This is an optimization exercise on Yosys and OpenROAD, whose aim is small area and a short achievable clock period, not a production implementation. At most, simulation tests tie the RTL to the original design; equivalence was not proved.

before:
// alu
module alu (
    input               i_clk,
    input               i_rst_n,
    input               i_valid,
    input signed [11:0] i_data_a,
    input signed [11:0] i_data_b,
    input        [2:0]  i_inst,
    output              o_valid,
    output       [11:0] o_data,
    output              o_overflow
);
For scale: roughly 770 cells after synthesis, roughly 44 I/O pins, ~6700 um^2 of cells after synthesis.
export LEC_CHECK = 0
export CAP_MARGIN = 20
export CORE_MARGIN = 2
export CORE_UTILIZATION = 40
export SETUP_SLACK_MARGIN = 4.6
export SLEW_MARGIN = 20
create_clock -name core_clock -period 10.0 [get_ports {i_clk}]
standard.sh (not shown) runs the stock make flow with config.mk's settings and CLKGATE_MAP_FILE= SYNTH_SCRIPT=/design/flow/synth_recipe.tcl, a recipe that flattens the netlist after the stock synthesis.
==> flow/flow/run.sh <==
#!/bin/bash
# The standard layout, with two changes: the port buffers are buf_2 cells, and
# after synthesis flow/fapol.py flips full-adder cells (a full adder is
# self-dual) where that removes inverters between them. Registers are untouched.
set -euo pipefail
export BUFFER_PORTS_ARGS="-buffer_cell sky130_fd_sc_hd__buf_2"
R=orfs/results/sky130hd/alu/base
bash standard.sh synth > synth.log 2>&1
python3 flow/fapol.py $R/1_2_yosys.v > fapol.log 2>&1
rm -f $R/1_synth.odb $R/1_synth.sdc
bash standard.sh > standard.log 2>&1
Other scripts of this flow, unchanged in this note and not shown: flow/flow/fapol.py
before has completed all stages; timing, DRC and antenna checks passed.
[inputs] after vs before
diff --git a/flow/design.v b/flow/design.v
--- a/flow/design.v
+++ b/flow/design.v
@@ -5,36 +5,34 @@
     input signed [11:0] i_data_a,
     input signed [11:0] i_data_b,
     input        [2:0]  i_inst,
     output              o_valid,
     output       [11:0] o_data,
     output              o_overflow
 );
 reg  [18:0] x_r, y_r;
-reg         o_valid_r, ovf_r, abs_r, mac_r, run_r;
-wire [11:0] o_data_w;
+reg         o_valid_r, ovf_r, abs_r, mac_r;
 wire [11:0] lo   = {1'b0, x_r[10:0]} + {1'b0, y_r[10:0]};
 wire        c16  = lo[11];
 wire        p11  = x_r[11] ^ y_r[11];
 wire        g11  = x_r[11] & y_r[11];
 wire [6:0]  hx   = x_r[18:12], hy = y_r[18:12];
 wire [6:0]  hp   = hx ^ hy;
 wire [6:0]  ho   = hx | hy;
 wire [6:0]  ha   = hx & hy;
 wire        e0   = ~hp[0] & (&(hp[6:1] ~^ ho[5:0]));                    
 wire        e127 =  hp[0] & (&(hp[6:1] ~^ ~ha[5:0]));                   
 wire        e126 = ~hp[0] & (hp[1] ~^ ~ho[0]) & (&(hp[6:2] ~^ ~ha[5:1]));   
 wire        eq_c0 = g11 ? e127 : (p11 ? e127 : e0);
 wire        eq_c1 = (g11 | p11) ? (p11 ? e127 : e126) : e127;
 wire        m_ov  = ~(c16 ? eq_c1 : eq_c0);
-assign o_data_w   = {p11 ^ c16, lo[10:0]};
+assign o_data     = {p11 ^ c16, lo[10:0]};
 assign o_valid    = o_valid_r;
-assign o_data     = o_data_w & {12{run_r}};
-assign o_overflow = (m_ov & ~abs_r & run_r) | ovf_r;
+assign o_overflow = (m_ov & ~abs_r) | ovf_r;
 wire        is_mul    = (i_inst[2:1] == 2'b01);
 wire        is_mac    = (i_inst == 3'b011);
 wire        is_abs    = (i_inst == 3'b111);
 wire        mul_en    = i_valid & is_mul;
 wire        addsub_en = i_valid & (i_inst[2:1] == 2'b00);
 wire        mean_en   = i_valid & (i_inst == 3'b110);
 wire        acc_en    = mac_r & (is_mac | ~i_valid);
 wire        ovf_old   = mac_r & (m_ov | ovf_r);
@@ -49,17 +47,17 @@
     3'b000:  oth = i_data_b;
     3'b001:  oth = ~i_data_b;                       
     3'b100:  oth = ~(i_data_a ^ i_data_b);
     3'b101:  oth = sa ? 12'd0 : i_data_a;
     3'b110:  oth = {sb, i_data_b[11:1]};            
     default: oth = a_ge ? ra : rb;                  
   endcase
 end
-wire [11:0] row   = acc_en ? o_data_w : (oth & {12{i_valid & ~is_mul}});
+wire [11:0] row   = acc_en ? o_data : (oth & {12{i_valid & ~is_mul}});
 wire        row_c = i_valid & ((i_inst == 3'b001) | (is_abs & (a_ge ? sa : sb)));
 wire        rnd   = mean_en ? i_data_b[0] : 1'b1;
 wire one1;
 wire two2;
 wire neg3;
 wire pp4;
 wire pp5;
 wire pp6;
@@ -556,30 +554,28 @@
 assign s245 = 1'b1 ^ pp79 ^ pp93;
 assign c246 = (1'b1 & pp79) | (pp93 & (1'b1 ^ pp79));
 assign s247 = c242 ^ s245;
 assign c248 = c242 & s245;
 assign s249 = pp80 ^ pp94 ^ c246;
 assign c250 = (pp80 & pp94) | (c246 & (pp80 ^ pp94));
 assign s251 = 1'b1 ^ pp95;
 assign c252 = 1'b1 & pp95;
-always @(posedge i_clk) begin
-  x_r <= {1'b1, pp96, s251, c248, s247, s243, c234, c224, s223, c204, s203, c180, c168, c156, c146, c136, c128, c120, c114};
-  y_r <= {1'b0, c252, c250, s249, c244, c240, s239, s233, c214, s213, c192, s191, s179, s167, s155, s145, s135, s127, s119};
-end
 always @(posedge i_clk or negedge i_rst_n) begin
   if (~i_rst_n) begin
     o_valid_r <= 1'b0;
-    run_r     <= 1'b0;
+    x_r       <= 19'd0;
+    y_r       <= 19'd0;
     ovf_r     <= 1'b0;
     abs_r     <= 1'b0;
     mac_r     <= 1'b0;
   end else begin
     o_valid_r <= i_valid;
-    run_r     <= 1'b1;
+    x_r       <= {1'b1, pp96, s251, c248, s247, s243, c234, c224, s223, c204, s203, c180, c168, c156, c146, c136, c128, c120, c114};
+    y_r       <= {1'b0, c252, c250, s249, c244, c240, s239, s233, c214, s213, c192, s191, s179, s167, s155, s145, s135, s127, s119};
     abs_r     <= is_abs;
     if (i_valid) begin
       mac_r <= is_mac;
       ovf_r <= is_mac & ovf_old;
     end else begin
       ovf_r <= ovf_old;
     end
   end
==> comparison <==
- before did not stop at any stage, and its layout met the timing, design-rule and antenna checks.
- after: all stages complete, timing, DRC and antenna checks passed
- Compared with before, after shows first-pass GRT wire length lower by 2.9%.
- On area of all sequential standard cells: after sits above before.
- Finished layout cell area: after vs before down 200 um^2
- In the tables for before and after, antenna diode count reads lower with after.
- Compared with before, number of nets in the layout in after decreased by a few percent.
- Per the comparison of after with before, fmax held, worst path arrival time went up 0.03 ns, number of buffers created by CTS held, initial antenna violation count went down 2.
- Die width, before and after: higher on after
- after ends up with a sum of buffers and inverters on the critical path that is 1 higher than in before.
- Fraction of area in multi-input gates (higher): after
For before, only the layout was checked, not whether the RTL still works.

[what the ideal ports hide]
Ports are ideal in the flow. The routed layouts listed here were re-timed in OpenROAD.
Step 1 sets driving cells, clkbuf_16 on the clock port and buf_2 on the other inputs (assumed; they add their load-dependent delay and slew).
Step 2 adds t to the input delays and takes it off the output delays; t is the mean of the earliest and latest rising clock arrival at the registers after step 1. Input paths then give back, and output paths get back, about the clock's delay inside the block.
Slacks: ideal ports / drivers / drivers and shift; pairs: ideal ports / drivers.
run	t, ns	slack for setup (ns)	worst setup path after step 2
before	0.330	4.669 / 4.619 / 4.289	input to register
after	0.328	4.655 / 4.610 / 4.282	input to register
After both steps setup and hold are still met in every run listed. The setup slack of before, which loses most, moves by -0.050 ns with the drivers and by -0.380 ns with both steps.
